This design comes from an exercise in tuning for small area on the open sky130 flow, not from production work.
The RTL was checked by simulation tests, not by an equivalence proof against the original design.
No driver is modelled on the clock port, so clocking that relies on it looks cheaper here than on a real chip.
Power and IR drop assume default switching activity.

==> flow/design.v <==
module debounce(
    input clk, rst,
    input in,
    output reg out
    );
localparam [12:0] CNT0 = 13'd7232;    
localparam [12:0] INV  = 13'b1010101010101;
reg [12:0] cnt_q;
reg        key_reg;
wire [12:0] cnt = cnt_q ^ INV;
wire low_zero = ~|cnt[11:0];
wire fb       = (cnt[12] ^ cnt[2]) & ~low_zero;
wire at_4999  = cnt[12] & low_zero;
always @(posedge clk, posedge rst) begin
    if (rst) begin
        key_reg <= 1'b0;
        cnt_q   <= CNT0 ^ INV;
    end else begin
        key_reg <= in;
        if (key_reg != in)
            cnt_q <= CNT0 ^ INV;
        else
            cnt_q <= {cnt[11:0], fb} ^ INV;
    end
end
always @(posedge clk, posedge rst) begin
    if (rst)
        out <= 1'b0;
    else if (at_4999)
        out <= in;
end
endmodule
module vga_drive(
    input clk, rst,
    input rgb_data,
    output hsync, vsync,
    output [2:0] vga_rgb,
    output [9:0] hpos,
    output [9:0] vpos,
    output line_end
);
reg [9:0] h;
reg [9:0] v;
reg [9:0] h_inc, v_inc;
reg       hc, vc;
integer   i, j;
always @* begin
    hc = 1'b1;
    for (i = 0; i < 10; i = i + 1) begin
        h_inc[i] = h[i] ^ hc;
        hc       = hc & h[i];
    end
end
always @* begin
    vc = &h;
    for (j = 0; j < 10; j = j + 1) begin
        v_inc[j] = v[j] ^ vc;
        vc       = vc & v[j];
    end
end
assign line_end = hc;    
wire v_wrap = ~v[9] & (&v[8:5]) & v[3] & v[1];
always @(posedge clk, posedge rst) begin
    if (rst)
        h <= 10'd224;
    else
        h <= h_inc | {2'b00, {3{line_end}}, 5'b00000};
end
wire v_load = line_end & v_wrap;
wire [9:0] v_next = (v_inc | {v_load, 4'b0000, v_load, 1'b0, v_load, 2'b00}) &
                    ~{4'b0000, v_load, 4'b0000, v_load};
always @(posedge clk, posedge rst) begin
    if (rst)
        v <= 10'd990;
    else
        v <= v_next;
end
assign hsync = h[9] | (h[8] & (h[7] | h[6]));
assign vsync = ~v[9] | v[5];
wire disp = (h[9] | (h[8] & (h[7] | (h[6] & h[5] & h[4])))) & ~(&h[9:4]) &
            ~v[9] & (|v[8:0]);
assign vga_rgb = {3{disp & rgb_data}};
assign hpos = h;
assign vpos = v;
endmodule
module pong(
    input clk, rst,
    input [9:0] hpos, vpos,
    input line_end,
    input btn_up, btn_down,
    output reg rgb_data
);
reg [9:0] nbx;       
reg [8:0] nby;       
reg [8:0] py;        
reg       nx_dir, ny_dir;    
reg [1:0] lines;     
reg [2:0] tick_n;    
wire up, down;
debounce deb_up  (.clk(clk), .rst(rst), .in(btn_up),   .out(up));
debounce deb_down(.clk(clk), .rst(rst), .in(btn_down), .out(down));
function [10:0] sub10;
    input [9:0] a, b;
    integer k;
    reg c;
    begin
        c = 1'b1;
        for (k = 0; k < 10; k = k + 1) begin
            sub10[k] = a[k] ^ ~b[k] ^ c;
            c = (a[k] & ~b[k]) | (a[k] & c) | (~b[k] & c);
        end
        sub10[10] = ~c;
    end
endfunction
function [10:0] add10c;
    input [9:0] a, b;
    integer k;
    reg c;
    begin
        c = 1'b1;
        for (k = 0; k < 10; k = k + 1) begin
            add10c[k] = a[k] ^ b[k] ^ c;
            c = (a[k] & b[k]) | (a[k] & c) | (b[k] & c);
        end
        add10c[10] = c;
    end
endfunction
function ltc;
    input [9:0] a, c;
    integer k;
    begin
        ltc = 1'b0;
        for (k = 0; k < 10; k = k + 1)
            ltc = c[k] ? (~a[k] | ltc) : (~a[k] & ltc);
    end
endfunction
function [9:0] step10;
    input [9:0] a;
    input dn, en;
    integer k;
    reg t;
    begin
        t = en;
        for (k = 0; k < 10; k = k + 1) begin
            step10[k] = a[k] ^ t;
            t = t & (a[k] ^ dn);
        end
    end
endfunction
reg [9:0] tick_h;
always @* begin
    case (tick_n)
        3'd0: tick_h = 10'd323;
        3'd1: tick_h = 10'd423;
        3'd2: tick_h = 10'd523;
        3'd3: tick_h = 10'd623;
        3'd4: tick_h = 10'd723;
        3'd5: tick_h = 10'd823;
        3'd6: tick_h = 10'd923;
        default: tick_h = 10'd1023;
    endcase
end
wire tick = (&lines) && (&(hpos | ~tick_h));
always @(posedge clk, posedge rst) begin
    if (rst) begin
        lines  <= 2'd0;
        tick_n <= 3'd0;
    end else begin
        if (tick) begin
            tick_n <= step10({7'd0, tick_n}, 1'b0, 1'b1);
            lines  <= 2'd0;
        end else if (line_end && !(&lines))
            lines <= {lines[1] | lines[0], ~lines[0] | lines[1]};
    end
end
wire x0 = (hpos == 10'd367);
wire by_zero = &nby;
wire py_top  = ~|py;
wire py_bot  = py[8] & py[6] & py[5] & py[3];           
wire by_bot  = ~nby[8] & ~nby[7] & ~nby[6] & ~nby[3] & ~nby[2];    
wire [10:0] dx = add10c(hpos, nbx);                     
wire bx_wrap = ~ltc(nbx, 10'd657);
wire in_ball_x = ~|dx[9:5] & ltc({5'd0, dx[4:0]}, 10'd20) & ~bx_wrap;
wire [8:0] y_op = x0 ? py : vpos[8:0];
wire [10:0] dy = add10c({1'b0, y_op}, {1'b1, nby});     
wire dy_lo = ~|dy[9:5];
wire in_ball_y = x0 ? by_zero : (dy[10] & dy_lo & ltc({5'd0, dy[4:0]}, 10'd20));
wire hit = (dy[10] & dy_lo & ltc({5'd0, dy[4:0]}, 10'd21)) |
           (~dy[10] & (&dy[9:7]) & ~ltc({3'd0, dy[6:0]}, 10'd8));
wire [10:0] dp = add10c({1'b0, vpos[8:0]}, {1'b1, ~py});    
wire in_pad_y = x0 ? py_top : (dp[10] & ~|dp[9:7] & ltc({3'd0, dp[6:0]}, 10'd121));
wire in_pad_x = ltc(hpos, 10'd387) | ~ltc(hpos, 10'd987);
always @(posedge clk)
    rgb_data <= (in_ball_x & in_ball_y) | (in_pad_x & in_pad_y);
wire at_left  = (nbx == 10'd636);
wire at_right = (nbx == 10'd56);
always @(posedge clk, posedge rst) begin
    if (rst) begin
        nx_dir <= 1'b0;
        ny_dir <= 1'b0;
    end else begin
        if (x0 & hit) begin
            if (at_left)
                nx_dir <= 1'b0;
            else if (at_right)
                nx_dir <= 1'b1;
        end
        if (by_zero)
            ny_dir <= 1'b0;
        else if (by_bot)
            ny_dir <= 1'b1;
    end
end
wire p_up = tick & up & ~down & ~py_top;
wire p_dn = tick & down & ~up & ~py_bot;
always @(posedge clk, posedge rst) begin
    if (rst) begin
        nbx <= ~10'd687;
        nby <= ~9'd240;
        py  <= 9'd100;
    end else begin
        nbx <= step10(nbx, ~nx_dir, tick);
        nby <= step10({1'b0, nby}, ~ny_dir, tick);
        py  <= step10({1'b0, py}, p_up, p_up | p_dn);
    end
end
endmodule
module pong_top(
    input clk, rst,
    input btn_up, btn_down,
    output hsync, vsync,
    output [2:0] vga_rgb
    );
wire       rgb_data_w;
wire [9:0] hpos_w;
wire [9:0] vpos_w;
wire       line_end_w;
vga_drive vga_driver_u(.clk (clk),
                       .rst (rst),
                       .rgb_data (rgb_data_w),
                       .hsync (hsync),
                       .vsync (vsync),
                       .vga_rgb (vga_rgb),
                       .hpos (hpos_w),
                       .vpos (vpos_w),
                       .line_end (line_end_w));
pong pong_u(.clk (clk),
            .rst (rst),
            .hpos (hpos_w),
            .vpos (vpos_w),
            .line_end (line_end_w),
            .btn_up (btn_up),
            .btn_down (btn_down),
            .rgb_data (rgb_data_w));
endmodule
Settings: LEC_CHECK=0, CAP_MARGIN=20, CORE_MARGIN=2, CORE_UTILIZATION=60, PLACE_DENSITY=0.8, SLEW_MARGIN=20, SYNTH_HIERARCHICAL=1; clock period 10.0 ns.
standard.sh (not shown) runs the stock make flow with config.mk's settings and CLKGATE_MAP_FILE= SYNTH_SCRIPT=/design/flow/synth_recipe.tcl, a recipe that flattens the netlist after the stock synthesis.
==> flow/flow/run.sh <==
#!/bin/bash
# Layout: the standard flow, with a smaller clock tree (no dummy loads,
# and clkbuf_4 in place of clkbuf_8 where the clock slews stay low; see
# post_cts.tcl) and single-strength port buffers. Each tool's output goes
# to flow.log.
set -euo pipefail
export CTS_ARGS="-sink_clustering_enable -repair_clock_nets -dont_use_dummy_load -buf_list sky130_fd_sc_hd__clkbuf_8 -sink_clustering_size 30 -sink_clustering_max_diameter 100"
export BUFFER_PORTS_ARGS="-buffer_cell sky130_fd_sc_hd__buf_1"
export POST_CTS_TCL="$PWD/flow/post_cts.tcl"
bash standard.sh > flow.log 2>&1
==> flow/flow/post_cts.tcl <==
proc clk_pin_slew_worst {} {
  set w 0
  foreach pin [get_pins -hierarchical */CLK] {
    set s [get_property $pin slew_max]
    if {$s > $w} { set w $s }
  }
  return $w
}
estimate_parasitics -placement
set small sky130_fd_sc_hd__clkbuf_4
foreach inst [[ord::get_db_block] getInsts] {
  set master [[$inst getMaster] getName]
  if {$master ne "sky130_fd_sc_hd__clkbuf_8"} { continue }
  set name [$inst getName]
  replace_cell [get_cells $name] $small
  estimate_parasitics -placement
  set w [clk_pin_slew_worst]
  set h [sta::worst_slack_cmd min]
  if {$w > 0.105 || $h < 0.2e-9} {
    replace_cell [get_cells $name] $master
    estimate_parasitics -placement
    puts "clock buffer $name: kept $master (slew $w, hold slack $h)"
  } else {
    puts "clock buffer $name: now $small (slew $w, hold slack $h)"
  }
}
Rerun with:
==> flow/flow/run.sh (replaced) <==
#!/bin/bash
# Layout: the standard flow, with a smaller clock tree (no dummy loads),
# single-strength port buffers, and gates downsized where timing allows
# after clock tree synthesis. Each tool's output goes to flow.log.
set -euo pipefail
export CTS_ARGS="-sink_clustering_enable -repair_clock_nets -dont_use_dummy_load -buf_list sky130_fd_sc_hd__clkbuf_8 -sink_clustering_size 30 -sink_clustering_max_diameter 100"
export BUFFER_PORTS_ARGS="-buffer_cell sky130_fd_sc_hd__buf_1"
export POST_CTS_TCL="$PWD/flow/post_cts.tcl"
bash standard.sh > flow.log 2>&1
==> flow/flow/post_cts.tcl (replaced) <==
# After clock tree synthesis and its timing repair: give back the drive
# strength that synthesis added on paths with timing slack to spare.
repair_timing -recover_power 100
--- a/flow/config.mk
+++ b/flow/config.mk
@@ -11,3 +11,2 @@
 export PLACE_DENSITY = 0.8
 export SLEW_MARGIN = 20
-export SYNTH_HIERARCHICAL = 1
Outcome: The new run passed the timing, DRC and antenna checks; fmax grows by a few percent; synthesized cell count goes up slightly; power goes up by a few percent; clock power came out higher by roughly a tenth; clock-buffer cell count does not change; worst hold slack improved by 0.036 ns; flip-flop and latch count does not change; final area goes up slightly; core utilization rises by 0.75 points; global-route usage goes down by 0.59 points.
Rerun with:
==> flow/flow/run.sh (replaced) <==
#!/bin/bash
# Layout: the standard flow, with a smaller clock tree (no dummy loads,
# and clkbuf_4 in place of clkbuf_8 where the clock slews stay low; see
# post_cts.tcl) and single-strength port buffers. Each tool's output goes
# to flow.log.
set -euo pipefail
export CTS_ARGS="-sink_clustering_enable -repair_clock_nets -dont_use_dummy_load -buf_list sky130_fd_sc_hd__clkbuf_8 -sink_clustering_size 30 -sink_clustering_max_diameter 100"
export BUFFER_PORTS_ARGS="-buffer_cell sky130_fd_sc_hd__buf_1"
export POST_CTS_TCL="$PWD/flow/post_cts.tcl"
bash standard.sh > flow.log 2>&1
==> flow/flow/post_cts.tcl (replaced) <==
proc clk_pin_slew_worst {} {
  set w 0
  foreach pin [get_pins -hierarchical */CLK] {
    set s [get_property $pin slew_max]
    if {$s > $w} { set w $s }
  }
  return $w
}
estimate_parasitics -placement
set small sky130_fd_sc_hd__clkbuf_4
foreach inst [[ord::get_db_block] getInsts] {
  set master [[$inst getMaster] getName]
  if {$master ne "sky130_fd_sc_hd__clkbuf_8"} { continue }
  set name [$inst getName]
  replace_cell [get_cells $name] $small
  estimate_parasitics -placement
  set w [clk_pin_slew_worst]
  set h [sta::worst_slack_cmd min]
  if {$w > 0.105 || $h < 0.2e-9} {
    replace_cell [get_cells $name] $master
    estimate_parasitics -placement
    puts "clock buffer $name: kept $master (slew $w, hold slack $h)"
  } else {
    puts "clock buffer $name: now $small (slew $w, hold slack $h)"
  }
}
Routed wire length hardly moves.
Synthesized area stays the same.
Hold slack hardly moves.
Critical path depth went up by 1.
Rerun with:
==> flow/flow/run.sh (replaced) <==
#!/bin/bash
# Layout: the standard flow, with a smaller clock tree (no dummy loads)
# and single-strength port buffers. Each tool's output goes to flow.log.
set -euo pipefail
export CTS_ARGS="-sink_clustering_enable -repair_clock_nets -dont_use_dummy_load -buf_list sky130_fd_sc_hd__clkbuf_8 -sink_clustering_size 30 -sink_clustering_max_diameter 100"
export BUFFER_PORTS_ARGS="-buffer_cell sky130_fd_sc_hd__buf_1"
bash standard.sh > flow.log 2>&1
removed: flow/flow/post_cts.tcl
Effect: Critical path depth is unchanged. Final cell count is unchanged. Via count stays flat. Die area stays the same. Global-route usage barely changes. Synthesized area stays the same. Fmax grows slightly. Non-clock buffer count is unchanged.

[port drivers added, routing unchanged]
How much do the figures lean on ideal ports? The routed layouts below were timed once more, with nothing changed but the port constraints. Step 1 (the two cells are an assumption about what drives the block):
set clk [get_ports {clk}]
set_driving_cell -lib_cell sky130_fd_sc_hd__clkbuf_16 $clk
set_driving_cell -lib_cell sky130_fd_sc_hd__buf_2 [delete_from_list [all_inputs] $clk]
Step 2 times the ports against the registers' clock, not the clock port: input delays grow and output delays shrink by t, the midpoint of the rising clock arrivals with the driver on. Slacks: ideal / step 1 / step 2; pairs: ideal / step 1.
| run | shift t [ns] | setup slack, ns | worst hold slack (ns) | cell pins on the clock port's net |
|---|---|---|---|---|
| the first run | 0.457 | 3.777 / 3.777 / 3.777 | 0.363 / 0.363 / 0.363 | 1 |
| the second run | 0.383 | 4.049 / 4.049 / 4.049 | 0.399 / 0.399 / 0.399 | 1 |
| the third run | 0.443 | 4.089 / 4.089 / 4.089 | 0.400 / 0.400 / 0.400 | 1 |
| the fourth run | 0.379 | 4.111 / 4.111 / 4.111 | 0.400 / 0.400 / 0.400 | 1 |
After both steps setup and hold are still met in every run listed.
